Context: an optimization exercise on an open-source flow, tuned for small area. The choices shown serve that exercise and are no tape-out recipe. Function was checked by simulation only, so behaviour that the tests miss may differ from the original.

File: design.v
module fir_filter(clk,reset,data_in,data_out);
input clk,reset;
input signed [15:0] data_in;  
output reg signed [15:0] data_out;  
reg [15:0] x0, x1, x2, x3, x4, x5, x6, x7;
wire [15:0] y;
always @(posedge clk or posedge reset)
  if (reset) begin
    x0 <= 0; x1 <= 0; x2 <= 0; x3 <= 0;
    x4 <= 0; x5 <= 0; x6 <= 0; x7 <= 0;
    data_out <= 0;
  end else begin
    x0 <= data_in; x1 <= x0; x2 <= x1; x3 <= x2;
    x4 <= x3; x5 <= x4; x6 <= x5; x7 <= x6;
    data_out <= y;
  end
  wire n1 = x1[0] ^ x6[0];
  wire n2 = x1[0] & x6[0];
  wire n3, n4;
  fir_fa u_n3 (.a(x1[1]), .b(x6[1]), .c(n2), .s(n3), .co(n4));
  wire n5, n6;
  fir_fa u_n5 (.a(x1[2]), .b(x6[2]), .c(n4), .s(n5), .co(n6));
  wire n7, n8;
  fir_fa u_n7 (.a(x1[3]), .b(x6[3]), .c(n6), .s(n7), .co(n8));
  wire n9, n10;
  fir_fa u_n9 (.a(x1[4]), .b(x6[4]), .c(n8), .s(n9), .co(n10));
  wire n11, n12;
  fir_fa u_n11 (.a(x1[5]), .b(x6[5]), .c(n10), .s(n11), .co(n12));
  wire n13, n14;
  fir_fa u_n13 (.a(x1[6]), .b(x6[6]), .c(n12), .s(n13), .co(n14));
  wire n15, n16;
  fir_fa u_n15 (.a(x1[7]), .b(x6[7]), .c(n14), .s(n15), .co(n16));
  wire n17, n18;
  fir_fa u_n17 (.a(x1[8]), .b(x6[8]), .c(n16), .s(n17), .co(n18));
  wire n19, n20;
  fir_fa u_n19 (.a(x1[9]), .b(x6[9]), .c(n18), .s(n19), .co(n20));
  wire n21, n22;
  fir_fa u_n21 (.a(x1[10]), .b(x6[10]), .c(n20), .s(n21), .co(n22));
  wire n23, n24;
  fir_fa u_n23 (.a(x1[11]), .b(x6[11]), .c(n22), .s(n23), .co(n24));
  wire n25, n26;
  fir_fa u_n25 (.a(x1[12]), .b(x6[12]), .c(n24), .s(n25), .co(n26));
  wire n27, n28;
  fir_fa u_n27 (.a(x1[13]), .b(x6[13]), .c(n26), .s(n27), .co(n28));
  wire n29, n30;
  fir_fa u_n29 (.a(x1[14]), .b(x6[14]), .c(n28), .s(n29), .co(n30));
  wire n31, n32;
  fir_fa u_n31 (.a(x1[15]), .b(x6[15]), .c(~n30), .s(n31), .co(n32));
  wire n33 = x2[0] ^ x5[0];
  wire n34 = x2[0] & x5[0];
  wire n35, n36;
  fir_fa u_n35 (.a(x2[1]), .b(x5[1]), .c(n34), .s(n35), .co(n36));
  wire n37, n38;
  fir_fa u_n37 (.a(x2[2]), .b(x5[2]), .c(n36), .s(n37), .co(n38));
  wire n39, n40;
  fir_fa u_n39 (.a(x2[3]), .b(x5[3]), .c(n38), .s(n39), .co(n40));
  wire n41, n42;
  fir_fa u_n41 (.a(x2[4]), .b(x5[4]), .c(n40), .s(n41), .co(n42));
  wire n43, n44;
  fir_fa u_n43 (.a(x2[5]), .b(x5[5]), .c(n42), .s(n43), .co(n44));
  wire n45, n46;
  fir_fa u_n45 (.a(x2[6]), .b(x5[6]), .c(n44), .s(n45), .co(n46));
  wire n47, n48;
  fir_fa u_n47 (.a(x2[7]), .b(x5[7]), .c(n46), .s(n47), .co(n48));
  wire n49, n50;
  fir_fa u_n49 (.a(x2[8]), .b(x5[8]), .c(n48), .s(n49), .co(n50));
  wire n51, n52;
  fir_fa u_n51 (.a(x2[9]), .b(x5[9]), .c(n50), .s(n51), .co(n52));
  wire n53, n54;
  fir_fa u_n53 (.a(x2[10]), .b(x5[10]), .c(n52), .s(n53), .co(n54));
  wire n55, n56;
  fir_fa u_n55 (.a(x2[11]), .b(x5[11]), .c(n54), .s(n55), .co(n56));
  wire n57, n58;
  fir_fa u_n57 (.a(x2[12]), .b(x5[12]), .c(n56), .s(n57), .co(n58));
  wire n59, n60;
  fir_fa u_n59 (.a(x2[13]), .b(x5[13]), .c(n58), .s(n59), .co(n60));
  wire n61, n62;
  fir_fa u_n61 (.a(x2[14]), .b(x5[14]), .c(n60), .s(n61), .co(n62));
  wire n63, n64;
  fir_fa u_n63 (.a(x2[15]), .b(x5[15]), .c(~n62), .s(n63), .co(n64));
  wire n65 = x3[0] ^ x4[0];
  wire n66 = x3[0] & x4[0];
  wire n67, n68;
  fir_fa u_n67 (.a(x3[1]), .b(x4[1]), .c(n66), .s(n67), .co(n68));
  wire n69, n70;
  fir_fa u_n69 (.a(x3[2]), .b(x4[2]), .c(n68), .s(n69), .co(n70));
  wire n71, n72;
  fir_fa u_n71 (.a(x3[3]), .b(x4[3]), .c(n70), .s(n71), .co(n72));
  wire n73, n74;
  fir_fa u_n73 (.a(x3[4]), .b(x4[4]), .c(n72), .s(n73), .co(n74));
  wire n75, n76;
  fir_fa u_n75 (.a(x3[5]), .b(x4[5]), .c(n74), .s(n75), .co(n76));
  wire n77, n78;
  fir_fa u_n77 (.a(x3[6]), .b(x4[6]), .c(n76), .s(n77), .co(n78));
  wire n79, n80;
  fir_fa u_n79 (.a(x3[7]), .b(x4[7]), .c(n78), .s(n79), .co(n80));
  wire n81, n82;
  fir_fa u_n81 (.a(x3[8]), .b(x4[8]), .c(n80), .s(n81), .co(n82));
  wire n83, n84;
  fir_fa u_n83 (.a(x3[9]), .b(x4[9]), .c(n82), .s(n83), .co(n84));
  wire n85, n86;
  fir_fa u_n85 (.a(x3[10]), .b(x4[10]), .c(n84), .s(n85), .co(n86));
  wire n87, n88;
  fir_fa u_n87 (.a(x3[11]), .b(x4[11]), .c(n86), .s(n87), .co(n88));
  wire n89, n90;
  fir_fa u_n89 (.a(x3[12]), .b(x4[12]), .c(n88), .s(n89), .co(n90));
  wire n91, n92;
  fir_fa u_n91 (.a(x3[13]), .b(x4[13]), .c(n90), .s(n91), .co(n92));
  wire n93, n94;
  fir_fa u_n93 (.a(x3[14]), .b(x4[14]), .c(n92), .s(n93), .co(n94));
  wire n95, n96;
  fir_fa u_n95 (.a(x3[15]), .b(x4[15]), .c(~n94), .s(n95), .co(n96));
  wire n97 = n33 ^ ~x0[0];
  wire n98 = n33 & ~x0[0];
  wire n99, n100;
  fir_fa u_n99 (.a(n35), .b(~x0[1]), .c(n98), .s(n99), .co(n100));
  wire n101, n102;
  fir_fa u_n101 (.a(n37), .b(~x0[2]), .c(n100), .s(n101), .co(n102));
  wire n103, n104;
  fir_fa u_n103 (.a(n39), .b(~x0[3]), .c(n102), .s(n103), .co(n104));
  wire n105, n106;
  fir_fa u_n105 (.a(n41), .b(~x0[4]), .c(n104), .s(n105), .co(n106));
  wire n107, n108;
  fir_fa u_n107 (.a(n43), .b(~x0[5]), .c(n106), .s(n107), .co(n108));
  wire n109, n110;
  fir_fa u_n109 (.a(n45), .b(~x0[6]), .c(n108), .s(n109), .co(n110));
  wire n111, n112;
  fir_fa u_n111 (.a(n47), .b(~x0[7]), .c(n110), .s(n111), .co(n112));
  wire n113, n114;
  fir_fa u_n113 (.a(n49), .b(~x0[8]), .c(n112), .s(n113), .co(n114));
  wire n115, n116;
  fir_fa u_n115 (.a(n51), .b(~x0[9]), .c(n114), .s(n115), .co(n116));
  wire n117, n118;
  fir_fa u_n117 (.a(n53), .b(~x0[10]), .c(n116), .s(n117), .co(n118));
  wire n119, n120;
  fir_fa u_n119 (.a(n55), .b(~x0[11]), .c(n118), .s(n119), .co(n120));
  wire n121, n122;
  fir_fa u_n121 (.a(n57), .b(~x0[12]), .c(n120), .s(n121), .co(n122));
  wire n123, n124;
  fir_fa u_n123 (.a(n59), .b(~x0[13]), .c(n122), .s(n123), .co(n124));
  wire n125, n126;
  fir_fa u_n125 (.a(n61), .b(~x0[14]), .c(n124), .s(n125), .co(n126));
  wire n127, n128;
  fir_fa u_n127 (.a(~n63), .b(x0[15]), .c(n126), .s(n127), .co(n128));
  wire n129 = ~n64 ^ n128;
  wire n130 = ~n64 & n128;
  wire n131 = x0[0] ^ ~n1;
  wire n132 = x0[0] & ~n1;
  wire n133, n134;
  fir_fa u_n133 (.a(x0[1]), .b(~n3), .c(n132), .s(n133), .co(n134));
  wire n135, n136;
  fir_fa u_n135 (.a(x0[2]), .b(~n5), .c(n134), .s(n135), .co(n136));
  wire n137, n138;
  fir_fa u_n137 (.a(x0[3]), .b(~n7), .c(n136), .s(n137), .co(n138));
  wire n139, n140;
  fir_fa u_n139 (.a(x0[4]), .b(~n9), .c(n138), .s(n139), .co(n140));
  wire n141, n142;
  fir_fa u_n141 (.a(x0[5]), .b(~n11), .c(n140), .s(n141), .co(n142));
  wire n143, n144;
  fir_fa u_n143 (.a(x0[6]), .b(~n13), .c(n142), .s(n143), .co(n144));
  wire n145, n146;
  fir_fa u_n145 (.a(x0[7]), .b(~n15), .c(n144), .s(n145), .co(n146));
  wire n147, n148;
  fir_fa u_n147 (.a(x0[8]), .b(~n17), .c(n146), .s(n147), .co(n148));
  wire n149, n150;
  fir_fa u_n149 (.a(x0[9]), .b(~n19), .c(n148), .s(n149), .co(n150));
  wire n151, n152;
  fir_fa u_n151 (.a(x0[10]), .b(~n21), .c(n150), .s(n151), .co(n152));
  wire n153, n154;
  fir_fa u_n153 (.a(x0[11]), .b(~n23), .c(n152), .s(n153), .co(n154));
  wire n155, n156;
  fir_fa u_n155 (.a(x0[12]), .b(~n25), .c(n154), .s(n155), .co(n156));
  wire n157, n158;
  fir_fa u_n157 (.a(x0[13]), .b(~n27), .c(n156), .s(n157), .co(n158));
  wire n159, n160;
  fir_fa u_n159 (.a(x0[14]), .b(~n29), .c(n158), .s(n159), .co(n160));
  wire n161, n162;
  fir_fa u_n161 (.a(~x0[15]), .b(n31), .c(n160), .s(n161), .co(n162));
  wire n163 = n32 ^ n162;
  wire n164 = n32 & n162;
  wire n165 = n3 ^ ~n97;
  wire n166 = n3 & ~n97;
  wire n167, n168;
  fir_fa u_n167 (.a(n5), .b(~n99), .c(n166), .s(n167), .co(n168));
  wire n169, n170;
  fir_fa u_n169 (.a(n7), .b(~n101), .c(n168), .s(n169), .co(n170));
  wire n171, n172;
  fir_fa u_n171 (.a(n9), .b(~n103), .c(n170), .s(n171), .co(n172));
  wire n173, n174;
  fir_fa u_n173 (.a(n11), .b(~n105), .c(n172), .s(n173), .co(n174));
  wire n175, n176;
  fir_fa u_n175 (.a(n13), .b(~n107), .c(n174), .s(n175), .co(n176));
  wire n177, n178;
  fir_fa u_n177 (.a(n15), .b(~n109), .c(n176), .s(n177), .co(n178));
  wire n179, n180;
  fir_fa u_n179 (.a(n17), .b(~n111), .c(n178), .s(n179), .co(n180));
  wire n181, n182;
  fir_fa u_n181 (.a(n19), .b(~n113), .c(n180), .s(n181), .co(n182));
  wire n183, n184;
  fir_fa u_n183 (.a(n21), .b(~n115), .c(n182), .s(n183), .co(n184));
  wire n185, n186;
  fir_fa u_n185 (.a(n23), .b(~n117), .c(n184), .s(n185), .co(n186));
  wire n187, n188;
  fir_fa u_n187 (.a(n25), .b(~n119), .c(n186), .s(n187), .co(n188));
  wire n189, n190;
  fir_fa u_n189 (.a(n27), .b(~n121), .c(n188), .s(n189), .co(n190));
  wire n191, n192;
  fir_fa u_n191 (.a(n29), .b(~n123), .c(n190), .s(n191), .co(n192));
  wire n193, n194;
  fir_fa u_n193 (.a(n31), .b(n125), .c(~n192), .s(n193), .co(n194));
  wire n195, n196;
  fir_fa u_n195 (.a(n32), .b(n127), .c(n194), .s(n195), .co(n196));
  wire n197 = n129 ^ n196;
  wire n198 = ~(n129 | n196);
  wire n199 = ~n130 ^ n198;
  wire n200 = ~n130 & n198;
  wire n201 = (1'b0 & x7[0]) | (1'b0 & n97) | (x7[0] & n97);
  wire n202, n203;
  fir_fa u_n202 (.a(x7[1]), .b(n201), .c(n99), .s(n202), .co(n203));
  wire n204 = n1 & ~n202;
  wire n205, n206;
  fir_fa u_n205 (.a(x7[2]), .b(x7[0]), .c(~n131), .s(n205), .co(n206));
  wire n207, n208;
  fir_fa u_n207 (.a(n205), .b(n203), .c(n101), .s(n207), .co(n208));
  wire n209 = (n165 & n204) | (n165 & ~n207) | (n204 & ~n207);
  wire n210 = 1'b0 ^ x7[3] ^ x7[1];
  wire n211 = (1'b0 & x7[3]) | (1'b0 & x7[1]) | (x7[3] & x7[1]);
  wire n212, n213;
  fir_fa u_n212 (.a(~n65), .b(n210), .c(n206), .s(n212), .co(n213));
  wire n214, n215;
  fir_fa u_n214 (.a(n212), .b(n208), .c(n103), .s(n214), .co(n215));
  wire n216, n217;
  fir_fa u_n216 (.a(n133), .b(n167), .c(n209), .s(n216), .co(n217));
  wire n218 = ~n214 & n216;
  wire n219, n220;
  fir_fa u_n219 (.a(x7[4]), .b(x7[2]), .c(n211), .s(n219), .co(n220));
  wire n221, n222;
  fir_fa u_n221 (.a(n131), .b(~n67), .c(n219), .s(n221), .co(n222));
  wire n223, n224;
  fir_fa u_n223 (.a(n213), .b(n221), .c(~n135), .s(n223), .co(n224));
  wire n225, n226;
  fir_fa u_n225 (.a(n223), .b(n215), .c(n105), .s(n225), .co(n226));
  wire n227, n228;
  fir_fa u_n227 (.a(n169), .b(n217), .c(n218), .s(n227), .co(n228));
  wire n229 = ~n225 & n227;
  wire n230, n231;
  fir_fa u_n230 (.a(x7[5]), .b(x7[3]), .c(n97), .s(n230), .co(n231));
  wire n232, n233;
  fir_fa u_n232 (.a(n220), .b(n230), .c(n133), .s(n232), .co(n233));
  wire n234, n235;
  fir_fa u_n234 (.a(n222), .b(n232), .c(n224), .s(n234), .co(n235));
  wire n236, n237;
  fir_fa u_n236 (.a(n69), .b(n137), .c(n171), .s(n236), .co(n237));
  wire n238, n239;
  fir_fa u_n238 (.a(n234), .b(n226), .c(n107), .s(n238), .co(n239));
  wire n240, n241;
  fir_fa u_n240 (.a(n236), .b(n228), .c(n229), .s(n240), .co(n241));
  wire n242 = ~n238 & n240;
  wire n243 = 1'b0 ^ x7[6] ^ x7[4];
  wire n244 = (1'b0 & x7[6]) | (1'b0 & x7[4]) | (x7[6] & x7[4]);
  wire n245, n246;
  fir_fa u_n245 (.a(x7[0]), .b(n243), .c(n231), .s(n245), .co(n246));
  wire n247, n248;
  fir_fa u_n247 (.a(n99), .b(n245), .c(n233), .s(n247), .co(n248));
  wire n249, n250;
  fir_fa u_n249 (.a(n135), .b(n247), .c(n235), .s(n249), .co(n250));
  wire n251, n252;
  fir_fa u_n251 (.a(n71), .b(n139), .c(n237), .s(n251), .co(n252));
  wire n253, n254;
  fir_fa u_n253 (.a(n249), .b(n239), .c(n109), .s(n253), .co(n254));
  wire n255, n256;
  fir_fa u_n255 (.a(n173), .b(n251), .c(n241), .s(n255), .co(n256));
  wire n257 = (~n253 & n242) | (~n253 & n255) | (n242 & n255);
  wire n258, n259;
  fir_fa u_n258 (.a(x7[7]), .b(x7[5]), .c(x7[1]), .s(n258), .co(n259));
  wire n260, n261;
  fir_fa u_n260 (.a(n244), .b(n258), .c(n131), .s(n260), .co(n261));
  wire n262, n263;
  fir_fa u_n262 (.a(n260), .b(n246), .c(n101), .s(n262), .co(n263));
  wire n264, n265;
  fir_fa u_n264 (.a(n248), .b(n137), .c(n262), .s(n264), .co(n265));
  wire n266, n267;
  fir_fa u_n266 (.a(~n73), .b(n264), .c(n250), .s(n266), .co(n267));
  wire n268, n269;
  fir_fa u_n268 (.a(n141), .b(n252), .c(n175), .s(n268), .co(n269));
  wire n270, n271;
  fir_fa u_n270 (.a(n266), .b(n254), .c(n111), .s(n270), .co(n271));
  wire n272, n273;
  fir_fa u_n272 (.a(n268), .b(~n270), .c(n256), .s(n272), .co(n273));
  wire n274 = n257 & n272;
  wire n275, n276;
  fir_fa u_n275 (.a(x7[8]), .b(x7[6]), .c(x7[2]), .s(n275), .co(n276));
  wire n277, n278;
  fir_fa u_n277 (.a(n259), .b(n275), .c(n261), .s(n277), .co(n278));
  wire n279, n280;
  fir_fa u_n279 (.a(n133), .b(n277), .c(n263), .s(n279), .co(n280));
  wire n281, n282;
  fir_fa u_n281 (.a(n103), .b(n265), .c(n279), .s(n281), .co(n282));
  wire n283, n284;
  fir_fa u_n283 (.a(n139), .b(n281), .c(n267), .s(n283), .co(n284));
  wire n285, n286;
  fir_fa u_n285 (.a(n75), .b(n143), .c(n269), .s(n285), .co(n286));
  wire n287, n288;
  fir_fa u_n287 (.a(n283), .b(n271), .c(n113), .s(n287), .co(n288));
  wire n289, n290;
  fir_fa u_n289 (.a(n177), .b(n285), .c(n273), .s(n289), .co(n290));
  wire n291 = (~n287 & n274) | (~n287 & n289) | (n274 & n289);
  wire n292 = 1'b0 ^ x7[9] ^ x7[7];
  wire n293 = (1'b0 & x7[9]) | (1'b0 & x7[7]) | (x7[9] & x7[7]);
  wire n294, n295;
  fir_fa u_n294 (.a(x7[3]), .b(x7[0]), .c(n276), .s(n294), .co(n295));
  wire n296, n297;
  fir_fa u_n296 (.a(n292), .b(n294), .c(n278), .s(n296), .co(n297));
  wire n298, n299;
  fir_fa u_n298 (.a(~n1), .b(n135), .c(n296), .s(n298), .co(n299));
  wire n300, n301;
  fir_fa u_n300 (.a(n298), .b(n280), .c(n105), .s(n300), .co(n301));
  wire n302, n303;
  fir_fa u_n302 (.a(n282), .b(n141), .c(n300), .s(n302), .co(n303));
  wire n304, n305;
  fir_fa u_n304 (.a(~n77), .b(n302), .c(n284), .s(n304), .co(n305));
  wire n306, n307;
  fir_fa u_n306 (.a(n145), .b(n286), .c(n179), .s(n306), .co(n307));
  wire n308, n309;
  fir_fa u_n308 (.a(n304), .b(n288), .c(n115), .s(n308), .co(n309));
  wire n310, n311;
  fir_fa u_n310 (.a(n306), .b(~n308), .c(n290), .s(n310), .co(n311));
  wire n312 = n291 & n310;
  wire n313, n314;
  fir_fa u_n313 (.a(x7[10]), .b(x7[8]), .c(x7[4]), .s(n313), .co(n314));
  wire n315, n316;
  fir_fa u_n315 (.a(x7[1]), .b(n293), .c(n313), .s(n315), .co(n316));
  wire n317, n318;
  fir_fa u_n317 (.a(n295), .b(~n165), .c(n315), .s(n317), .co(n318));
  wire n319, n320;
  fir_fa u_n319 (.a(n317), .b(n297), .c(n137), .s(n319), .co(n320));
  wire n321, n322;
  fir_fa u_n321 (.a(n299), .b(n319), .c(n301), .s(n321), .co(n322));
  wire n323, n324;
  fir_fa u_n323 (.a(n107), .b(n303), .c(n321), .s(n323), .co(n324));
  wire n325, n326;
  fir_fa u_n325 (.a(n143), .b(n323), .c(n305), .s(n325), .co(n326));
  wire n327, n328;
  fir_fa u_n327 (.a(n79), .b(n147), .c(n307), .s(n327), .co(n328));
  wire n329, n330;
  fir_fa u_n329 (.a(n325), .b(n309), .c(n117), .s(n329), .co(n330));
  wire n331, n332;
  fir_fa u_n331 (.a(n181), .b(n327), .c(n311), .s(n331), .co(n332));
  wire n333 = (~n329 & n312) | (~n329 & n331) | (n312 & n331);
  wire n334, n335;
  fir_fa u_n334 (.a(x7[11]), .b(x7[9]), .c(x7[5]), .s(n334), .co(n335));
  wire n336, n337;
  fir_fa u_n336 (.a(x7[2]), .b(n65), .c(n314), .s(n336), .co(n337));
  wire n338, n339;
  fir_fa u_n338 (.a(n334), .b(n316), .c(n336), .s(n338), .co(n339));
  wire n340, n341;
  fir_fa u_n340 (.a(n1), .b(n97), .c(n167), .s(n340), .co(n341));
  wire n342, n343;
  fir_fa u_n342 (.a(n338), .b(n318), .c(n320), .s(n342), .co(n343));
  wire n344, n345;
  fir_fa u_n344 (.a(n139), .b(n342), .c(n322), .s(n344), .co(n345));
  wire n346, n347;
  fir_fa u_n346 (.a(n109), .b(n324), .c(n344), .s(n346), .co(n347));
  wire n348, n349;
  fir_fa u_n348 (.a(n340), .b(n81), .c(~n145), .s(n348), .co(n349));
  wire n350, n351;
  fir_fa u_n350 (.a(n346), .b(~n348), .c(n326), .s(n350), .co(n351));
  wire n352, n353;
  fir_fa u_n352 (.a(n149), .b(n328), .c(n183), .s(n352), .co(n353));
  wire n354, n355;
  fir_fa u_n354 (.a(n350), .b(n330), .c(n119), .s(n354), .co(n355));
  wire n356, n357;
  fir_fa u_n356 (.a(n352), .b(~n354), .c(n332), .s(n356), .co(n357));
  wire n358 = n333 & n356;
  wire n359, n360;
  fir_fa u_n359 (.a(x7[12]), .b(x7[10]), .c(x7[6]), .s(n359), .co(n360));
  wire n361, n362;
  fir_fa u_n361 (.a(x7[3]), .b(n65), .c(n335), .s(n361), .co(n362));
  wire n363, n364;
  fir_fa u_n363 (.a(n359), .b(n67), .c(n337), .s(n363), .co(n364));
  wire n365, n366;
  fir_fa u_n365 (.a(n361), .b(n363), .c(n339), .s(n365), .co(n366));
  wire n367, n368;
  fir_fa u_n367 (.a(n165), .b(n99), .c(n341), .s(n367), .co(n368));
  wire n369, n370;
  fir_fa u_n369 (.a(n365), .b(n343), .c(n141), .s(n369), .co(n370));
  wire n371, n372;
  fir_fa u_n371 (.a(n169), .b(n367), .c(n83), .s(n371), .co(n372));
  wire n373, n374;
  fir_fa u_n373 (.a(n369), .b(n345), .c(n111), .s(n373), .co(n374));
  wire n375, n376;
  fir_fa u_n375 (.a(n347), .b(n147), .c(n373), .s(n375), .co(n376));
  wire n377, n378;
  fir_fa u_n377 (.a(n371), .b(n349), .c(n151), .s(n377), .co(n378));
  wire n379, n380;
  fir_fa u_n379 (.a(n377), .b(n353), .c(n185), .s(n379), .co(n380));
  wire n381, n382;
  fir_fa u_n381 (.a(n375), .b(n351), .c(n355), .s(n381), .co(n382));
  wire n383, n384;
  fir_fa u_n383 (.a(n121), .b(~n379), .c(n381), .s(n383), .co(n384));
  wire n385 = (n357 & ~n383) | (n357 & n358) | (~n383 & n358);
  wire n386 = 1'b0 ^ x7[13] ^ x7[11];
  wire n387 = (1'b0 & x7[13]) | (1'b0 & x7[11]) | (x7[13] & x7[11]);
  wire n388, n389;
  fir_fa u_n388 (.a(x7[7]), .b(x7[4]), .c(x7[0]), .s(n388), .co(n389));
  wire n390, n391;
  fir_fa u_n390 (.a(n1), .b(n360), .c(n386), .s(n390), .co(n391));
  wire n392, n393;
  fir_fa u_n392 (.a(n388), .b(n67), .c(n362), .s(n392), .co(n393));
  wire n394, n395;
  fir_fa u_n394 (.a(n390), .b(n69), .c(n364), .s(n394), .co(n395));
  wire n396, n397;
  fir_fa u_n396 (.a(n392), .b(n394), .c(n366), .s(n396), .co(n397));
  wire n398, n399;
  fir_fa u_n398 (.a(n101), .b(n167), .c(n368), .s(n398), .co(n399));
  wire n400, n401;
  fir_fa u_n400 (.a(n396), .b(n370), .c(n143), .s(n400), .co(n401));
  wire n402, n403;
  fir_fa u_n402 (.a(n171), .b(n398), .c(n85), .s(n402), .co(n403));
  wire n404, n405;
  fir_fa u_n404 (.a(n400), .b(n374), .c(n113), .s(n404), .co(n405));
  wire n406, n407;
  fir_fa u_n406 (.a(n376), .b(n149), .c(n404), .s(n406), .co(n407));
  wire n408, n409;
  fir_fa u_n408 (.a(n372), .b(n402), .c(n378), .s(n408), .co(n409));
  wire n410, n411;
  fir_fa u_n410 (.a(n153), .b(n408), .c(n380), .s(n410), .co(n411));
  wire n412, n413;
  fir_fa u_n412 (.a(n406), .b(n382), .c(n123), .s(n412), .co(n413));
  wire n414, n415;
  fir_fa u_n414 (.a(n187), .b(n410), .c(~n384), .s(n414), .co(n415));
  wire n416 = (~n412 & n414) | (~n412 & n385) | (n414 & n385);
  wire n417 = 1'b0 ^ x7[14] ^ x7[12];
  wire n418 = (1'b0 & x7[14]) | (1'b0 & x7[12]) | (x7[14] & x7[12]);
  wire n419, n420;
  fir_fa u_n419 (.a(x7[8]), .b(x7[5]), .c(x7[1]), .s(n419), .co(n420));
  wire n421, n422;
  fir_fa u_n421 (.a(n387), .b(n389), .c(n417), .s(n421), .co(n422));
  wire n423, n424;
  fir_fa u_n423 (.a(n419), .b(n391), .c(n165), .s(n423), .co(n424));
  wire n425, n426;
  fir_fa u_n425 (.a(n421), .b(n69), .c(n393), .s(n425), .co(n426));
  wire n427, n428;
  fir_fa u_n427 (.a(n71), .b(n423), .c(n395), .s(n427), .co(n428));
  wire n429, n430;
  fir_fa u_n429 (.a(n425), .b(n427), .c(n397), .s(n429), .co(n430));
  wire n431, n432;
  fir_fa u_n431 (.a(n103), .b(n169), .c(n399), .s(n431), .co(n432));
  wire n433, n434;
  fir_fa u_n433 (.a(n429), .b(n401), .c(n145), .s(n433), .co(n434));
  wire n435, n436;
  fir_fa u_n435 (.a(n173), .b(n431), .c(n87), .s(n435), .co(n436));
  wire n437, n438;
  fir_fa u_n437 (.a(n433), .b(n405), .c(n115), .s(n437), .co(n438));
  wire n439, n440;
  fir_fa u_n439 (.a(n407), .b(n151), .c(n437), .s(n439), .co(n440));
  wire n441, n442;
  fir_fa u_n441 (.a(n403), .b(n435), .c(n409), .s(n441), .co(n442));
  wire n443, n444;
  fir_fa u_n443 (.a(n155), .b(n441), .c(n411), .s(n443), .co(n444));
  wire n445, n446;
  fir_fa u_n445 (.a(n439), .b(n413), .c(n125), .s(n445), .co(n446));
  wire n447, n448;
  fir_fa u_n447 (.a(n189), .b(n443), .c(n415), .s(n447), .co(n448));
  wire n449 = (~n445 & n447) | (~n445 & n416) | (n447 & n416);
  wire n450, n451;
  fir_fa u_n450 (.a(x7[13]), .b(x7[9]), .c(x7[6]), .s(n450), .co(n451));
  wire n452, n453;
  fir_fa u_n452 (.a(x7[2]), .b(n418), .c(n420), .s(n452), .co(n453));
  wire n454, n455;
  fir_fa u_n454 (.a(n450), .b(n422), .c(n452), .s(n454), .co(n455));
  wire n456, n457;
  fir_fa u_n456 (.a(n424), .b(n454), .c(n71), .s(n456), .co(n457));
  wire n458, n459;
  fir_fa u_n458 (.a(n426), .b(n167), .c(n73), .s(n458), .co(n459));
  wire n460, n461;
  fir_fa u_n460 (.a(n456), .b(n428), .c(n458), .s(n460), .co(n461));
  wire n462, n463;
  fir_fa u_n462 (.a(x7[15]), .b(n65), .c(n105), .s(n462), .co(n463));
  wire n464, n465;
  fir_fa u_n464 (.a(n430), .b(~n171), .c(n460), .s(n464), .co(n465));
  wire n466, n467;
  fir_fa u_n466 (.a(n462), .b(n432), .c(n175), .s(n466), .co(n467));
  wire n468, n469;
  fir_fa u_n468 (.a(n464), .b(n434), .c(n147), .s(n468), .co(n469));
  wire n470, n471;
  fir_fa u_n470 (.a(n466), .b(n89), .c(n436), .s(n470), .co(n471));
  wire n472, n473;
  fir_fa u_n472 (.a(n468), .b(n438), .c(n117), .s(n472), .co(n473));
  wire n474, n475;
  fir_fa u_n474 (.a(n440), .b(n153), .c(n472), .s(n474), .co(n475));
  wire n476, n477;
  fir_fa u_n476 (.a(n470), .b(n442), .c(n157), .s(n476), .co(n477));
  wire n478, n479;
  fir_fa u_n478 (.a(n444), .b(n476), .c(n191), .s(n478), .co(n479));
  wire n480, n481;
  fir_fa u_n480 (.a(n474), .b(n446), .c(n127), .s(n480), .co(n481));
  wire n482, n483;
  fir_fa u_n482 (.a(n478), .b(n448), .c(~n480), .s(n482), .co(n483));
  wire n484 = n482 ^ n449;
  wire n485 = n482 & n449;
  wire n486 = 1'b0 ^ x7[14] ^ x7[10];
  wire n487 = (1'b0 & x7[14]) | (1'b0 & x7[10]) | (x7[14] & x7[10]);
  wire n488, n489;
  fir_fa u_n488 (.a(x7[7]), .b(x7[3]), .c(n451), .s(n488), .co(n489));
  wire n490, n491;
  fir_fa u_n490 (.a(n486), .b(n453), .c(n488), .s(n490), .co(n491));
  wire n492, n493;
  fir_fa u_n492 (.a(n455), .b(n490), .c(n73), .s(n492), .co(n493));
  wire n494, n495;
  fir_fa u_n494 (.a(n457), .b(n75), .c(n459), .s(n494), .co(n495));
  wire n496, n497;
  fir_fa u_n496 (.a(n169), .b(n492), .c(n461), .s(n496), .co(n497));
  wire n498, n499;
  fir_fa u_n498 (.a(n67), .b(n463), .c(n107), .s(n498), .co(n499));
  wire n500, n501;
  fir_fa u_n500 (.a(n494), .b(n496), .c(n465), .s(n500), .co(n501));
  wire n502, n503;
  fir_fa u_n502 (.a(n173), .b(n498), .c(n467), .s(n502), .co(n503));
  wire n504, n505;
  fir_fa u_n504 (.a(n500), .b(n469), .c(n149), .s(n504), .co(n505));
  wire n506, n507;
  fir_fa u_n506 (.a(n177), .b(n502), .c(n91), .s(n506), .co(n507));
  wire n508, n509;
  fir_fa u_n508 (.a(n504), .b(n473), .c(n119), .s(n508), .co(n509));
  wire n510, n511;
  fir_fa u_n510 (.a(n475), .b(n155), .c(n508), .s(n510), .co(n511));
  wire n512, n513;
  fir_fa u_n512 (.a(n471), .b(n506), .c(n477), .s(n512), .co(n513));
  wire n514, n515;
  fir_fa u_n514 (.a(n159), .b(n512), .c(n479), .s(n514), .co(n515));
  wire n516, n517;
  fir_fa u_n516 (.a(n510), .b(n193), .c(n129), .s(n516), .co(n517));
  wire n518, n519;
  fir_fa u_n518 (.a(n481), .b(~n514), .c(n516), .s(n518), .co(n519));
  wire n520, n521;
  fir_fa u_n520 (.a(n483), .b(~n518), .c(n485), .s(n520), .co(n521));
  wire n522, n523;
  fir_fa u_n522 (.a(x7[11]), .b(x7[8]), .c(x7[4]), .s(n522), .co(n523));
  wire n524, n525;
  fir_fa u_n524 (.a(n487), .b(n522), .c(n489), .s(n524), .co(n525));
  wire n526, n527;
  fir_fa u_n526 (.a(x7[15]), .b(n69), .c(~n524), .s(n526), .co(n527));
  wire n528, n529;
  fir_fa u_n528 (.a(n491), .b(n75), .c(n493), .s(n528), .co(n529));
  wire n530, n531;
  fir_fa u_n530 (.a(n77), .b(n495), .c(n171), .s(n530), .co(n531));
  wire n532, n533;
  fir_fa u_n532 (.a(n528), .b(n497), .c(n530), .s(n532), .co(n533));
  wire n534, n535;
  fir_fa u_n534 (.a(n526), .b(n499), .c(n109), .s(n534), .co(n535));
  wire n536, n537;
  fir_fa u_n536 (.a(~n175), .b(n501), .c(n532), .s(n536), .co(n537));
  wire n538, n539;
  fir_fa u_n538 (.a(n534), .b(n503), .c(n179), .s(n538), .co(n539));
  wire n540, n541;
  fir_fa u_n540 (.a(n536), .b(n505), .c(n151), .s(n540), .co(n541));
  wire n542, n543;
  fir_fa u_n542 (.a(n538), .b(n93), .c(n507), .s(n542), .co(n543));
  wire n544, n545;
  fir_fa u_n544 (.a(n540), .b(n509), .c(n121), .s(n544), .co(n545));
  wire n546, n547;
  fir_fa u_n546 (.a(n511), .b(n157), .c(n544), .s(n546), .co(n547));
  wire n548, n549;
  fir_fa u_n548 (.a(n542), .b(n513), .c(n161), .s(n548), .co(n549));
  wire n550, n551;
  fir_fa u_n550 (.a(n546), .b(n130), .c(n195), .s(n550), .co(n551));
  wire n552, n553;
  fir_fa u_n552 (.a(n515), .b(n548), .c(~n517), .s(n552), .co(n553));
  wire n554, n555;
  fir_fa u_n554 (.a(n550), .b(n519), .c(~n552), .s(n554), .co(n555));
  wire n556 = ~n554 ^ n521;
  wire n557 = ~n554 & n521;
  wire n558, n559;
  fir_fa u_n558 (.a(x7[12]), .b(x7[9]), .c(x7[5]), .s(n558), .co(n559));
  wire n560, n561;
  fir_fa u_n560 (.a(n523), .b(n558), .c(n525), .s(n560), .co(n561));
  wire n562, n563;
  fir_fa u_n562 (.a(n71), .b(~n560), .c(n527), .s(n562), .co(n563));
  wire n564, n565;
  fir_fa u_n564 (.a(n77), .b(n529), .c(n79), .s(n564), .co(n565));
  wire n566, n567;
  fir_fa u_n566 (.a(n531), .b(n173), .c(n564), .s(n566), .co(n567));
  wire n568, n569;
  fir_fa u_n568 (.a(n562), .b(n535), .c(n111), .s(n568), .co(n569));
  wire n570, n571;
  fir_fa u_n570 (.a(n533), .b(n566), .c(n537), .s(n570), .co(n571));
  wire n572, n573;
  fir_fa u_n572 (.a(n177), .b(n568), .c(n539), .s(n572), .co(n573));
  wire n574, n575;
  fir_fa u_n574 (.a(n570), .b(n541), .c(n153), .s(n574), .co(n575));
  wire n576, n577;
  fir_fa u_n576 (.a(n181), .b(n572), .c(n543), .s(n576), .co(n577));
  wire n578, n579;
  fir_fa u_n578 (.a(n574), .b(n95), .c(n545), .s(n578), .co(n579));
  wire n580, n581;
  fir_fa u_n580 (.a(n123), .b(n547), .c(n578), .s(n580), .co(n581));
  wire n582, n583;
  fir_fa u_n582 (.a(n576), .b(n163), .c(n549), .s(n582), .co(n583));
  wire n584, n585;
  fir_fa u_n584 (.a(n159), .b(n580), .c(n551), .s(n584), .co(n585));
  wire n586, n587;
  fir_fa u_n586 (.a(n197), .b(n582), .c(n553), .s(n586), .co(n587));
  wire n588, n589;
  fir_fa u_n588 (.a(n584), .b(~n586), .c(n555), .s(n588), .co(n589));
  wire n590 = n557 ^ ~n588;
  wire n591 = n557 & ~n588;
  wire n592 = 1'b0 ^ x7[13] ^ x7[10];
  wire n593 = (1'b0 & x7[13]) | (1'b0 & x7[10]) | (x7[13] & x7[10]);
  wire n594, n595;
  fir_fa u_n594 (.a(x7[6]), .b(n559), .c(n592), .s(n594), .co(n595));
  wire n596, n597;
  fir_fa u_n596 (.a(n594), .b(n561), .c(~n73), .s(n596), .co(n597));
  wire n598, n599;
  fir_fa u_n598 (.a(n596), .b(n79), .c(n565), .s(n598), .co(n599));
  wire n600, n601;
  fir_fa u_n600 (.a(n81), .b(n175), .c(n567), .s(n600), .co(n601));
  wire n602, n603;
  fir_fa u_n602 (.a(n563), .b(n569), .c(n113), .s(n602), .co(n603));
  wire n604, n605;
  fir_fa u_n604 (.a(n598), .b(n600), .c(n571), .s(n604), .co(n605));
  wire n606, n607;
  fir_fa u_n606 (.a(n179), .b(n602), .c(n573), .s(n606), .co(n607));
  wire n608, n609;
  fir_fa u_n608 (.a(n604), .b(n575), .c(n96), .s(n608), .co(n609));
  wire n610, n611;
  fir_fa u_n610 (.a(n183), .b(n606), .c(n577), .s(n610), .co(n611));
  wire n612, n613;
  fir_fa u_n612 (.a(n155), .b(n608), .c(n579), .s(n612), .co(n613));
  wire n614, n615;
  fir_fa u_n614 (.a(n125), .b(n581), .c(n612), .s(n614), .co(n615));
  wire n616, n617;
  fir_fa u_n616 (.a(n610), .b(~n161), .c(n164), .s(n616), .co(n617));
  wire n618, n619;
  fir_fa u_n618 (.a(n616), .b(n583), .c(n199), .s(n618), .co(n619));
  wire n620, n621;
  fir_fa u_n620 (.a(n614), .b(n585), .c(~n587), .s(n620), .co(n621));
  wire n622, n623;
  fir_fa u_n622 (.a(~n618), .b(n620), .c(n589), .s(n622), .co(n623));
  wire n624 = n591 ^ ~n622;
  wire n625 = n591 & ~n622;
  wire n626, n627;
  fir_fa u_n626 (.a(x7[14]), .b(x7[11]), .c(x7[7]), .s(n626), .co(n627));
  wire n628, n629;
  fir_fa u_n628 (.a(n593), .b(n626), .c(n595), .s(n628), .co(n629));
  wire n630, n631;
  fir_fa u_n630 (.a(n628), .b(~n75), .c(n597), .s(n630), .co(n631));
  wire n632, n633;
  fir_fa u_n632 (.a(n630), .b(n81), .c(n83), .s(n632), .co(n633));
  wire n634, n635;
  fir_fa u_n634 (.a(n599), .b(n177), .c(n601), .s(n634), .co(n635));
  wire n636, n637;
  fir_fa u_n636 (.a(n632), .b(n634), .c(n605), .s(n636), .co(n637));
  wire n638, n639;
  fir_fa u_n638 (.a(n603), .b(n115), .c(n181), .s(n638), .co(n639));
  wire n640, n641;
  fir_fa u_n640 (.a(n638), .b(n607), .c(n185), .s(n640), .co(n641));
  wire n642, n643;
  fir_fa u_n642 (.a(n636), .b(n609), .c(n157), .s(n642), .co(n643));
  wire n644, n645;
  fir_fa u_n644 (.a(n642), .b(n613), .c(n127), .s(n644), .co(n645));
  wire n646, n647;
  fir_fa u_n646 (.a(n163), .b(n615), .c(n644), .s(n646), .co(n647));
  wire n648, n649;
  fir_fa u_n648 (.a(n640), .b(n611), .c(n617), .s(n648), .co(n649));
  wire n650, n651;
  fir_fa u_n650 (.a(n200), .b(n648), .c(n619), .s(n650), .co(n651));
  wire n652, n653;
  fir_fa u_n652 (.a(n646), .b(~n650), .c(n621), .s(n652), .co(n653));
  wire n654, n655;
  fir_fa u_n654 (.a(n652), .b(n623), .c(~n625), .s(n654), .co(n655));
  wire n656, n657;
  fir_fa u_n656 (.a(x7[12]), .b(x7[8]), .c(n627), .s(n656), .co(n657));
  wire n658, n659;
  fir_fa u_n658 (.a(~x7[15]), .b(n656), .c(n629), .s(n658), .co(n659));
  wire n660, n661;
  fir_fa u_n660 (.a(n658), .b(~n77), .c(n631), .s(n660), .co(n661));
  wire n662, n663;
  fir_fa u_n662 (.a(n660), .b(n83), .c(n85), .s(n662), .co(n663));
  wire n664, n665;
  fir_fa u_n664 (.a(n633), .b(n179), .c(n635), .s(n664), .co(n665));
  wire n666, n667;
  fir_fa u_n666 (.a(n662), .b(n664), .c(n637), .s(n666), .co(n667));
  wire n668, n669;
  fir_fa u_n668 (.a(n117), .b(n639), .c(n183), .s(n668), .co(n669));
  wire n670, n671;
  fir_fa u_n670 (.a(n668), .b(n641), .c(n187), .s(n670), .co(n671));
  wire n672, n673;
  fir_fa u_n672 (.a(n666), .b(n643), .c(n159), .s(n672), .co(n673));
  wire n674, n675;
  fir_fa u_n674 (.a(n672), .b(n164), .c(n129), .s(n674), .co(n675));
  wire n676, n677;
  fir_fa u_n676 (.a(n645), .b(n674), .c(n647), .s(n676), .co(n677));
  wire n678, n679;
  fir_fa u_n678 (.a(n670), .b(n649), .c(n651), .s(n678), .co(n679));
  wire n680, n681;
  fir_fa u_n680 (.a(n676), .b(~n678), .c(n653), .s(n680), .co(n681));
  wire n682, n683;
  fir_fa u_n682 (.a(x7[13]), .b(x7[9]), .c(n657), .s(n682), .co(n683));
  wire n684, n685;
  fir_fa u_n684 (.a(n682), .b(n659), .c(n661), .s(n684), .co(n685));
  wire n686, n687;
  fir_fa u_n686 (.a(n684), .b(n85), .c(n87), .s(n686), .co(n687));
  wire n688, n689;
  fir_fa u_n688 (.a(n663), .b(n181), .c(n665), .s(n688), .co(n689));
  wire n690, n691;
  fir_fa u_n690 (.a(n686), .b(n688), .c(n667), .s(n690), .co(n691));
  wire n692, n693;
  fir_fa u_n692 (.a(n79), .b(n119), .c(n669), .s(n692), .co(n693));
  wire n694, n695;
  fir_fa u_n694 (.a(n185), .b(n692), .c(n671), .s(n694), .co(n695));
  wire n696, n697;
  fir_fa u_n696 (.a(n690), .b(n673), .c(n161), .s(n696), .co(n697));
  wire n698, n699;
  fir_fa u_n698 (.a(n130), .b(n696), .c(n675), .s(n698), .co(n699));
  wire n700, n701;
  fir_fa u_n700 (.a(n189), .b(n694), .c(~n698), .s(n700), .co(n701));
  wire n702, n703;
  fir_fa u_n702 (.a(~n677), .b(n700), .c(n679), .s(n702), .co(n703));
  wire n704, n705;
  fir_fa u_n704 (.a(x7[14]), .b(x7[10]), .c(n683), .s(n704), .co(n705));
  wire n706, n707;
  fir_fa u_n706 (.a(n704), .b(~n81), .c(n685), .s(n706), .co(n707));
  wire n708, n709;
  fir_fa u_n708 (.a(n706), .b(n87), .c(n89), .s(n708), .co(n709));
  wire n710, n711;
  fir_fa u_n710 (.a(n687), .b(n183), .c(n689), .s(n710), .co(n711));
  wire n712, n713;
  fir_fa u_n712 (.a(n708), .b(n710), .c(n691), .s(n712), .co(n713));
  wire n714, n715;
  fir_fa u_n714 (.a(n121), .b(n693), .c(n187), .s(n714), .co(n715));
  wire n716, n717;
  fir_fa u_n716 (.a(n714), .b(n695), .c(n191), .s(n716), .co(n717));
  wire n718, n719;
  fir_fa u_n718 (.a(n712), .b(n163), .c(n697), .s(n718), .co(n719));
  wire n720, n721;
  fir_fa u_n720 (.a(~n716), .b(n718), .c(n699), .s(n720), .co(n721));
  wire n722, n723;
  fir_fa u_n722 (.a(n701), .b(~n720), .c(n703), .s(n722), .co(n723));
  wire n724 = 1'b1 ^ x7[15] ^ ~x7[11];
  wire n725 = (1'b1 & x7[15]) | (1'b1 & ~x7[11]) | (x7[15] & ~x7[11]);
  wire n726, n727;
  fir_fa u_n726 (.a(n724), .b(~n705), .c(n83), .s(n726), .co(n727));
  wire n728, n729;
  fir_fa u_n728 (.a(n707), .b(n89), .c(n91), .s(n728), .co(n729));
  wire n730, n731;
  fir_fa u_n730 (.a(n709), .b(n185), .c(n711), .s(n730), .co(n731));
  wire n732, n733;
  fir_fa u_n732 (.a(n728), .b(n730), .c(n713), .s(n732), .co(n733));
  wire n734, n735;
  fir_fa u_n734 (.a(n726), .b(n123), .c(n715), .s(n734), .co(n735));
  wire n736, n737;
  fir_fa u_n736 (.a(n189), .b(n734), .c(n717), .s(n736), .co(n737));
  wire n738, n739;
  fir_fa u_n738 (.a(n732), .b(n164), .c(n193), .s(n738), .co(n739));
  wire n740, n741;
  fir_fa u_n740 (.a(~n736), .b(n738), .c(n719), .s(n740), .co(n741));
  wire n742, n743;
  fir_fa u_n742 (.a(n740), .b(n721), .c(~n723), .s(n742), .co(n743));
  wire n744, n745;
  fir_fa u_n744 (.a(n725), .b(n85), .c(n727), .s(n744), .co(n745));
  wire n746, n747;
  fir_fa u_n746 (.a(x7[12]), .b(n91), .c(n93), .s(n746), .co(n747));
  wire n748, n749;
  fir_fa u_n748 (.a(n729), .b(n731), .c(n746), .s(n748), .co(n749));
  wire n750, n751;
  fir_fa u_n750 (.a(n187), .b(n748), .c(n733), .s(n750), .co(n751));
  wire n752, n753;
  fir_fa u_n752 (.a(n744), .b(n125), .c(n735), .s(n752), .co(n753));
  wire n754, n755;
  fir_fa u_n754 (.a(n191), .b(n752), .c(n737), .s(n754), .co(n755));
  wire n756, n757;
  fir_fa u_n756 (.a(n750), .b(n195), .c(n739), .s(n756), .co(n757));
  wire n758, n759;
  fir_fa u_n758 (.a(~n754), .b(n756), .c(n741), .s(n758), .co(n759));
  wire n760 = 1'b1 ^ n87 ^ n745;
  wire n761 = (1'b1 & n87) | (1'b1 & n745) | (n87 & n745);
  wire n762, n763;
  fir_fa u_n762 (.a(x7[13]), .b(n93), .c(n747), .s(n762), .co(n763));
  wire n764, n765;
  fir_fa u_n764 (.a(n749), .b(n762), .c(n189), .s(n764), .co(n765));
  wire n766, n767;
  fir_fa u_n766 (.a(n760), .b(n95), .c(n753), .s(n766), .co(n767));
  wire n768, n769;
  fir_fa u_n768 (.a(n764), .b(n751), .c(n193), .s(n768), .co(n769));
  wire n770, n771;
  fir_fa u_n770 (.a(n127), .b(n766), .c(n197), .s(n770), .co(n771));
  wire n772, n773;
  fir_fa u_n772 (.a(n768), .b(~n755), .c(n757), .s(n772), .co(n773));
  wire n774, n775;
  fir_fa u_n774 (.a(~n770), .b(n772), .c(n759), .s(n774), .co(n775));
  wire n776 = 1'b1 ^ n89 ^ n761;
  wire n777 = (1'b1 & n89) | (1'b1 & n761) | (n89 & n761);
  wire n778, n779;
  fir_fa u_n778 (.a(n776), .b(n96), .c(n95), .s(n778), .co(n779));
  wire n780, n781;
  fir_fa u_n780 (.a(x7[14]), .b(n763), .c(n765), .s(n780), .co(n781));
  wire n782, n783;
  fir_fa u_n782 (.a(n778), .b(n129), .c(n767), .s(n782), .co(n783));
  wire n784, n785;
  fir_fa u_n784 (.a(n191), .b(n780), .c(n195), .s(n784), .co(n785));
  wire n786, n787;
  fir_fa u_n786 (.a(n782), .b(n199), .c(n771), .s(n786), .co(n787));
  wire n788, n789;
  fir_fa u_n788 (.a(n769), .b(n784), .c(n773), .s(n788), .co(n789));
  wire n790, n791;
  fir_fa u_n790 (.a(~n786), .b(n788), .c(n775), .s(n790), .co(n791));
  wire n792, n793;
  fir_fa u_n792 (.a(x7[15]), .b(n91), .c(n777), .s(n792), .co(n793));
  wire n794, n795;
  fir_fa u_n794 (.a(n792), .b(n96), .c(n779), .s(n794), .co(n795));
  wire n796, n797;
  fir_fa u_n796 (.a(n794), .b(n130), .c(n193), .s(n796), .co(n797));
  wire n798, n799;
  fir_fa u_n798 (.a(n796), .b(n197), .c(n783), .s(n798), .co(n799));
  wire n800, n801;
  fir_fa u_n800 (.a(n781), .b(~n200), .c(n785), .s(n800), .co(n801));
  wire n802, n803;
  fir_fa u_n802 (.a(n798), .b(~n800), .c(n787), .s(n802), .co(n803));
  wire n804, n805;
  fir_fa u_n804 (.a(n789), .b(~n802), .c(n791), .s(n804), .co(n805));
  wire n806, n807;
  fir_fa u_n806 (.a(n93), .b(n793), .c(n795), .s(n806), .co(n807));
  wire n808, n809;
  fir_fa u_n808 (.a(n806), .b(n195), .c(n797), .s(n808), .co(n809));
  wire n810, n811;
  fir_fa u_n810 (.a(n199), .b(n808), .c(n799), .s(n810), .co(n811));
  wire n812, n813;
  fir_fa u_n812 (.a(~n801), .b(n810), .c(n803), .s(n812), .co(n813));
  wire n814 = 1'b1 ^ ~n95 ^ n807;
  wire n815 = n814 ^ n200 ^ n809;
  wire n816 = ~n197 ^ n815 ^ n811;
  wire n817 = n655 ^ n680;
  wire n818 = ~(n655 | n680);
  wire n819, n820;
  fir_fa u_n819 (.a(~n681), .b(n702), .c(n818), .s(n819), .co(n820));
  wire n821 = n722 ^ n820;
  wire n822 = n722 & n820;
  wire n823 = ~n742 ^ n822;
  wire n824 = ~n742 & n822;
  wire n825, n826;
  fir_fa u_n825 (.a(n743), .b(n758), .c(~n824), .s(n825), .co(n826));
  wire n827 = ~n805 ^ n812;
  wire n828 = ~n805 & n812;
  wire n829 = n813 ^ n816 ^ n828;
  wire n830 = n790 ^ n774;
  wire n831 = ~(n790 | n774);
  wire n832 = ~n804 ^ n831;
  wire n833 = ~n804 & n831;
  wire n834, n835;
  fir_fa u_n834 (.a(~n805), .b(n812), .c(n833), .s(n834), .co(n835));
  wire n836 = n813 ^ n816 ^ n835;
  wire n837 = ~n826 ? n774 : ~n774;
  wire n838 = ~n826 ? n830 : ~n790;
  wire n839 = ~n826 ? n832 : ~n804;
  wire n840 = ~n826 ? n834 : n827;
  wire n841 = ~n826 ? n836 : n829;
  assign y = {n841, n840, n839, n838, n837, ~n825, n823, n821, n819, n817, ~n654, n624, n590, n556, n520, n484};
endmodule
module fir_fa(a, b, c, s, co);
input a, b, c;
output s, co;
assign s = a ^ b ^ c;
assign co = (a & b) | (a & c) | (b & c);
endmodule
File: flow/run.sh
#!/bin/bash
set -euo pipefail
export CTS_ARGS="-sink_clustering_enable -repair_clock_nets -buf_list sky130_fd_sc_hd__clkbuf_8 -dont_use_dummy_load"
bash standard.sh > standard_flow.log 2>&1
File: standard.sh
#!/bin/bash
# synth_recipe.tcl (not shown) runs the flow's synth.tcl, then flattens the netlist and writes it again
# the make line also repeats each setting of config.mk as NAME=value (left out here)
make -C /OpenROAD-flow-scripts/flow DESIGN_CONFIG=/design/flow/config.mk WORK_HOME=/design/flow/orfs CLKGATE_MAP_FILE= SYNTH_SCRIPT=/design/flow/synth_recipe.tcl "${@:-finish}"
File: config.mk
export PLATFORM = sky130hd
export DESIGN_NAME = fir_filter
export DESIGN_NICKNAME = fir_filter
export VERILOG_FILES = /design/flow/design.v
export SDC_FILE = /design/flow/constraint.sdc
export NUM_CORES = 4
export LEC_CHECK = 0
export CAP_MARGIN = 20
export CORE_MARGIN = 2
export CORE_UTILIZATION = 60
export GPL_TIMING_DRIVEN = 0
export SLEW_MARGIN = 20
export SYNTH_HIERARCHICAL = 1
File: constraint.sdc
create_clock -name core_clock -period 13.0 [get_ports {clk}]
set_input_delay 2.6000 -clock core_clock [delete_from_list [all_inputs] [get_ports {clk}]]
set_output_delay 2.6000 -clock core_clock [all_outputs]
set_load 0.01 [all_outputs]
==> metrics.md <==
| Metric | Value |
|---|---|
| Mapped Avg Cell Area | `17.1 µm²` |
| Layout cells sized above 1 | `6.81%` |
| Clk_skew | `0.0423 ns` |
| Rows | `52` |
| CTS Root Cell | `clkbuf_8` |
| Syn Std Cell Area | `12300 µm²` |
| Worst-path fanout max | `7` |
| Worst hold margin | `0.381 ns` |
| Post-Synthesis Cells | `719` |
| Post-Layout Cell Count | `1048` |
| Actual slew at the worst max-slew pin | `0.504 ns` |
| Cts hold-fix bufs | `0` |
| First-pass GRT wire length | `38.2 mm` |
| Initial drt markers | `247` |
| Post-synth top area cell | `fa_1` |
| Crit path top cell by count | `fa_1` |
| Largest buffer count on any clock path | `2` |
| Final Routed Wirelength | `23.4 mm` |
| Vias in the first global route | `7099` |
| Setup crit end | `data_out[15]` |
| CP Launch Type | `register` |
| Remaining DRCs | `0` |
| Final hold violations | `0` |
| Syn_nets | `1145` |
| CP max-delay cell | `fa_1` |
| Drt pass-1 iters | `4` |
| CTS Buf Count | `17` |
| Req. time, crit path | `13.30 ns` |
| CTS tree | `done` |
| Final GP Congestion | `0.891` |
| Die area | `21600 µm²` |
| CORE AREA | `20200 µm²` |
| Clock period minus worst slack | `12.54 ns` |
| Clock slew at reported path FFs | `0.10 ns` |
| PortBufs | `33` |
| Placed Instances | `1023` |
| Top Ports | `34` |
| Yosys top cell area share | `61.6%` |
| Reg2Reg Capture Point | `data_out[15]` |
| Final period utilization | `96.5%` |
| Largest net degree at the start of global routing | `102` |
| CP arrival | `12.84 ns` |
| Via-to-Cell Ratio | `5.31` |
| Synth cell types | `22` |
| Max Slew Vio Count | `0` |
| Seq/Total Area, Yosys | `29.3%` |
| GRT overflow | `0` |
| WL/cell | `22.3 µm` |
| Final setup vio count | `0` |
| R2r startpoint | `x5[0]` |
| Global Route Usage Sum | `24.8%` |
| Placement Setup Slack | `-0.118 ns` |
| Delay of the slowest critical-path stage | `0.83 ns` |
| Worst Hold Class | `register to register` |
| Maximum clock rate | `79.7 MHz` |
| # nets final | `1206` |
| Htree depth | `4` |
| Synthesis-to-finish area growth | `8.60%` |
| Ranking of synthesized cells by area | `fa_1 62%, dfrtp_1 29%, inv_1 4.0%, ha_1 3.1%, xnor2_1 0.43%` |
| Worst R2R Path Depth | `36` |
| Max-cap check violation count | `0` |
| Relative slew slack | `66.4%` |
| Yosys reg bits | `144` |
| Antenna violation net count after detailed routing | `0` |
| R2R setup slack | `0.46 ns` |
| Clock tree sinks | `144` |
| Setup slack after layout | `0.460 ns` |
| Kind of critical path | `register to register` |
| Die W | `147 µm` |
| Antenna cells | `0` |
| Status | `no timing/DRC/antenna violations` |
| Critical Path End Type | `register` |
| Starting Density | `60.9%` |
| # fillers | `1457` |
| Synth warnings | `7` |
| Die Y-Extent | `147 µm` |
| Clk latency of the worst-skew pair | `0.46 ns` |
| Via count | `5567` |
| Unrepaired setup endpoints after global routing | `no` |
| Initial antenna violation count | `0` |
| Critical Path Source | `x5[0]` |
| Final HPWL DP | `21.1 mm` |
cell usage in the layout (no fill, tap or decap):
| cell | instances |
|---|---|
| a222oi_1 | 1 |
| buf_16 | 1 |
| a31oi_1 | 1 |
| mux2i_2 | 1 |
| fa_2 | 21 |
| mux2_2 | 1 |
| dfrtp_1 | 144 |
| clkdlybuf4s50_1 | 33 |
| xor2_1 | 2 |
| and2_1 | 1 |
| nor2b_1 | 4 |
| o221ai_1 | 1 |
| maj3_2 | 2 |
| ha_1 | 30 |
| nand2_1 | 1 |
| a21oi_1 | 4 |
| o21ai_0 | 1 |
| inv_1 | 129 |
| nand2b_1 | 4 |
| nand3b_1 | 1 |
| nor2_1 | 4 |
| clkbuf_8 | 17 |
| nand4_1 | 1 |
| inv_8 | 1 |
| xnor2_1 | 6 |
| buf_4 | 9 |
| fa_1 | 357 |
cell usage after synthesis:
cell type / n
mux2_2: 1
xnor2_1: 6
inv_1: 130
ha_1: 30
clkbuf_1: 1
a31oi_1: 1
a222oi_1: 1
and2_1: 1
nor2b_1: 4
nand2_1: 1
fa_1: 378
xor2_1: 2
nand3b_1: 1
nor2_1: 4
o221ai_1: 1
nand2b_1: 4
o21ai_0: 1
dfrtp_1: 144
maj3_2: 2
mux2i_1: 1
a21oi_1: 4
nand4_1: 1
cell type report:
| class | instances | area, µm² | area share [%] |
|---|---|---|---|
| Clock buffer | 17 | 234 | 1.75 |
| Multi-Input combinational cell | 444 | 8250 | 61.8 |
| Inverter | 130 | 495 | 3.71 |
| Tap cell | 270 | 338 | 2.53 |
| Sequential cell | 144 | 3600 | 27.0 |
| Timing Repair Buffer | 43 | 425 | 3.19 |
kinds of logic (layout without fill, tap and decap cells):
family / after synthesis / count (layout) / share of synthesized area [%]
buf+inv: 131 / 190 / 4.00
compound gates: 8 / 8 / 0.407
simple gates: 16 / 16 / 0.723
mux: 2 / 2 / 0.173
xor+xnor: 8 / 8 / 0.570
fa+ha+maj: 410 / 410 / 64.8
flops: 144 / 144 / 29.3
metrics by stage:
step / utilization, % / setup TNS, ns / area [µm²]
2_1_floorplan: - / 0 / 12300
3_3_place_gp: 64.2 / 0 / 13000
3_5_place_dp: 64.4 / -0.118 / 13000
4_1_cts: 65.7 / 0 / 13300
5_1_grt: 66.2 / 0 / 13300
6_report: 66.2 / 0 / 13300
per-layer routing:
layer	share of wire [%]	global-route usage, %
met4	1.1	5.96
met3	6.2	5.84
met5	0	0
met1	45	38.8
met2	48	36.7
sequential cells by signal, indices dropped and copies added, names as in the netlist:
name      cells
x3           16
data_out     16
x0           16
x5           16
x2           16
x7           16
x6           16
x1           16
x4           16
Yosys stat by module (local to each module, per instance):
module	flops+latches	cells inside
fir_filter	144	341
fir_fa	0	1
critical path, delay by kind of cell (launching register included):
family                   cells  cell delay (ns)
adder cells (fa/ha/maj)     29            11.19
flip-flops                   1             0.41
multiplexers                 1             0.28
XOR/XNOR                     2             0.26
buffers and inverters        4             0.24
worst min-delay path by stage:
stage / from / end / slack [ns] / cells after the start
detailed placement: x3[0] / x4[0] / 0.38 / 0
CTS: x3[3] / x4[3] / 0.38 / 0
global route: x3[3] / x4[3] / 0.40 / 0
finish: x3[3] / x4[3] / 0.38 / 0
global placement: x3[0] / x4[0] / 0.36 / 0
floorplan: x4[0] / x5[0] / 0.36 / 0
repair_timing:
item	in CTS	in global routing
gates resized for setup	9	13
buffers inserted	0	9
endpoints found under the setup margin	1	2
pin swaps	0	10

-- afterwards: timing with drivers on the ports --
Ports are ideal in the flow. The routed layout listed here was re-timed in OpenROAD. Step 1 (the two cells are an assumption about what drives the block):
set clk [get_ports {clk}]
set_driving_cell -lib_cell sky130_fd_sc_hd__clkbuf_16 $clk
set_driving_cell -lib_cell sky130_fd_sc_hd__buf_2 [delete_from_list [all_inputs] $clk]
Step 2, shift: input delay + t, output delay - t, t = (earliest + latest rising clock arrival at the registers) / 2. This alone moves slack from input paths to output paths. a / b / c = ideal / step 1 / step 2; a / b = the first two.
t (ns): 0.477
slack for setup (ns): 0.460 / 0.460 / 0.460
worst setup path at the end: register to register
After both steps setup and hold are still met in this run. For this run, drivers alone change the setup slack by 0.000 ns; drivers and shift together by 0.000 ns.
